Background: an optimization exercise with open tools, aiming at small area. Do not read the settings as production practice. In this exercise RTL edits were held to simulation tests only and were not proved equivalent to the original. Power figures rest on the tool's default switching activity, not on a simulated workload. The flow treats the clock pin as an ideal source, which a real chip does not have.

Setup of v1:
// Core
module Core (
  input  logic        clock,
  input  logic        reset,
  output logic [31:0] imem_addr,
  input  logic [31:0] imem_rdata,
  output logic        dmem_req,
  output logic [31:0] dmem_addr,
  input  logic [31:0] dmem_rdata,
  output logic        wb_valid,
  output logic [4:0]  wb_addr,
  output logic [31:0] wb_data
);
  localparam logic [1:0] C_LOAD = 2'b00;
  localparam logic [1:0] C_OPIMM = 2'b01;
  localparam logic [1:0] C_JAL = 2'b10;
  localparam logic [1:0] C_OP = 2'b11;
  logic [29:0] pc;
  logic        d_v;
  logic [1:0]  d_cls;
  logic [31:7] d_f;
  logic        e_v;
  logic [1:0]  e_cls;
  logic [4:0]  e_rd;
  logic [31:12] e_f;
  logic [31:0] e_a;       
  logic        m_v;
  logic        m_ld;
  logic [4:0]  m_rd;
  logic [31:0] m_res;
  logic        w_v;
  logic [4:0]  w_rd;
  logic [31:0] w_data;
  logic [31:0] rf [1:31];
  logic [4:0] d_rs1, d_rs2, d_rd;
  logic d_op, d_opimm, d_load, d_jal;
  assign d_rs1 = d_f[19:15];
  assign d_rs2 = d_f[24:20];
  assign d_rd  = d_f[11:7];
  assign d_op    = d_v & (d_cls == C_OP);
  assign d_opimm = d_v & (d_cls == C_OPIMM);
  assign d_load  = d_v & (d_cls == C_LOAD);
  assign d_jal   = d_v & (d_cls == C_JAL);
  logic e_load;
  assign e_load = e_v & (e_cls == C_LOAD);
  logic wbh1, wbh2, lu1, lu2;
  assign wbh1 = (d_rs1 == w_rd) & (d_rs1 != e_rd) & (d_rs1 != m_rd) & w_v & (w_rd != 5'd0);
  ...
Size in the first run: about 3000 cells after synthesis, roughly 1200 flip-flops, about 170 I/O pins, about 49000 sq um of cells after synthesis.
clock: 8.0 ns
lec_check: 0
cap_margin: 20
core_margin: 2
core_utilization: 62
place_density: 0.72
slew_margin: 20
synth_hierarchical: 1
standard.sh (not shown) runs the stock make flow with config.mk's settings and CLKGATE_MAP_FILE= SYNTH_SCRIPT=/design/flow/synth_recipe.tcl, a recipe that flattens the netlist after the stock synthesis.
==> flow/flow/run.sh <==
#!/bin/bash
# Layout flow: the standard ORFS flow, with two changes of how the layout
# is built (the design, clock period and constraints are unchanged):
#  - ports are buffered with the smallest buffer cell instead of the default;
#  - clock tree synthesis clusters more sinks per leaf buffer and inserts no
#    dummy loads.
# Each tool's full output stays in orfs/logs/ (ORFS's own per-step logs) and
# the make output in flow_make.log, both in this work folder.
set -euo pipefail
export BUFFER_PORTS_ARGS="-buffer_cell sky130_fd_sc_hd__buf_1"
export CTS_ARGS="-sink_clustering_enable -repair_clock_nets -dont_use_dummy_load -sink_clustering_size 28 -sink_clustering_max_diameter 100 -buf_list sky130_fd_sc_hd__clkbuf_16"
bash standard.sh > flow_make.log 2>&1
diff inputs: v1 => v53
diff --git a/flow/flow/run.sh b/flow/flow/run.sh
--- a/flow/flow/run.sh
+++ b/flow/flow/run.sh
@@ -11 +11 @@
-export CTS_ARGS="-sink_clustering_enable -repair_clock_nets -dont_use_dummy_load -sink_clustering_size 28 -sink_clustering_max_diameter 100 -buf_list sky130_fd_sc_hd__clkbuf_16"
+export CTS_ARGS="-sink_clustering_enable -repair_clock_nets -dont_use_dummy_load -sink_clustering_size 30 -sink_clustering_max_diameter 100 -buf_list sky130_fd_sc_hd__clkbuf_16"
### Flow results
Status: average wire per standard cell parity (v1, v53). v53 and v1 ended up with nearly the same total routed wirelength. Summary of v53 over v1: count of nets after finishing did not really move; count of cells resized by post-cts repair did not really move; sequential share of power went up; utilization did not really move; transition at the pin with the smallest max-transition slack went down. v1 → v53: portion of the clock cycle consumed by the worst path in the final layout now sits higher; power moved down. Critical path depth: lower on v53.
Inputs modified between v53 and v47:
Settings: PLACE_DENSITY: 0.72 -> 0.6; CORE_UTILIZATION: 62 -> 50.
diff --git a/flow/flow/run.sh b/flow/flow/run.sh
--- a/flow/flow/run.sh
+++ b/flow/flow/run.sh
@@ -11 +11 @@
-export CTS_ARGS="-sink_clustering_enable -repair_clock_nets -dont_use_dummy_load -sink_clustering_size 30 -sink_clustering_max_diameter 100 -buf_list sky130_fd_sc_hd__clkbuf_16"
+export CTS_ARGS="-sink_clustering_enable -repair_clock_nets -dont_use_dummy_load -sink_clustering_size 25 -sink_clustering_max_diameter 100 -buf_list sky130_fd_sc_hd__clkbuf_16"
--- outcome ---
- Compared with v53, v47 shows a setup slack that is 0.034 ns lower.
- v47 ends up with higher die outline height than v53 does.
- v47 vs. v53: count of non-CTS buffers in the layout saw an increase; total wirelength of the detailed-routed design saw an increase.
- Compared with v53, v47 supports a lower clock frequency.
- Of v47 and v53, v47 shows the higher via count of the first global-routing pass, with v53 below it.
Input-level comparison between v41 and v47:
Settings: a change of CORE_UTILIZATION from 50 to 66; a change of PLACE_DENSITY from 0.6 to 0.76.
diff --git a/flow/flow/run.sh b/flow/flow/run.sh
--- a/flow/flow/run.sh
+++ b/flow/flow/run.sh
@@ -11 +11 @@
-export CTS_ARGS="-sink_clustering_enable -repair_clock_nets -dont_use_dummy_load -sink_clustering_size 25 -sink_clustering_max_diameter 100 -buf_list sky130_fd_sc_hd__clkbuf_16"
+export CTS_ARGS="-sink_clustering_enable -repair_clock_nets -dont_use_dummy_load -sink_clustering_size 28 -sink_clustering_max_diameter 100 -buf_list sky130_fd_sc_hd__clkbuf_16"
--- outcome ---
Against v47, v41 comes in 1.2 points lower on clock network power share. From v47 to v41 the numbers moved as follows: number of tapcells -317, mapped cell area ~0 delta, die extent in y -40 um, period utilization -4.9 points. For v41, the origin of the worst setup path was e_fbw$_DFF_P_, unlike v47, where it was e_cls[0]$_DFF_P_.
### v41 -> v10
Settings: a change of CORE_UTILIZATION from 66 to 58; a change of PLACE_DENSITY from 0.76 to 0.68.
diff --git a/flow/flow/run.sh b/flow/flow/run.sh
--- a/flow/flow/run.sh
+++ b/flow/flow/run.sh
@@ -11 +11 @@
-export CTS_ARGS="-sink_clustering_enable -repair_clock_nets -dont_use_dummy_load -sink_clustering_size 28 -sink_clustering_max_diameter 100 -buf_list sky130_fd_sc_hd__clkbuf_16"
+export CTS_ARGS="-sink_clustering_enable -repair_clock_nets -dont_use_dummy_load -sink_clustering_size 25 -sink_clustering_max_diameter 100 -buf_list sky130_fd_sc_hd__clkbuf_16"
Results
No stage failed in v10, and the final checks on the layout all came back clean.
Measured against each other, v41 and v10 differ in sum of routed wire length over all layers, the higher figure coming from v10.
Clock-buffer cell count (v10 vs. v41) increases by more than 10%
Non-clock buffer count in v10 is 5.7% lower than in v41

[what the ideal ports hide]
The flow's constraints put no driver on any port. The routed layouts listed below were extracted and timed again, unchanged, in two steps. Step 1 sets driving cells, clkbuf_16 on the clock port and buf_2 on the other inputs (assumed; they add their load-dependent delay and slew). Step 2 also shifts input and output timing later by t, the mid clock arrival at the registers, as if the neighbouring blocks saw the same clock. Slacks: no drivers / after step 1 / after step 2; pairs: no drivers / after step 1.
| run | t, ns | slack for setup (ns) | clock arrival spread, ns | pins driven straight from the clock port |
|---|---|---|---|---|
| v1 | 0.713 | 0.418 / 0.418 / 0.418 | 0.075 / 0.074 | 1 |
| v53 | 0.722 | 0.347 / 0.347 / 0.347 | 0.058 / 0.059 | 1 |
| v47 | 0.742 | 0.313 / 0.313 / 0.313 | 0.035 / 0.035 | 1 |
| v41 | 0.715 | 0.702 / 0.702 / 0.702 | 0.071 / 0.071 | 1 |
| v10 | 0.720 | 0.558 / 0.558 / 0.558 | 0.071 / 0.071 | 1 |
After both steps setup and hold are still met in every run listed.
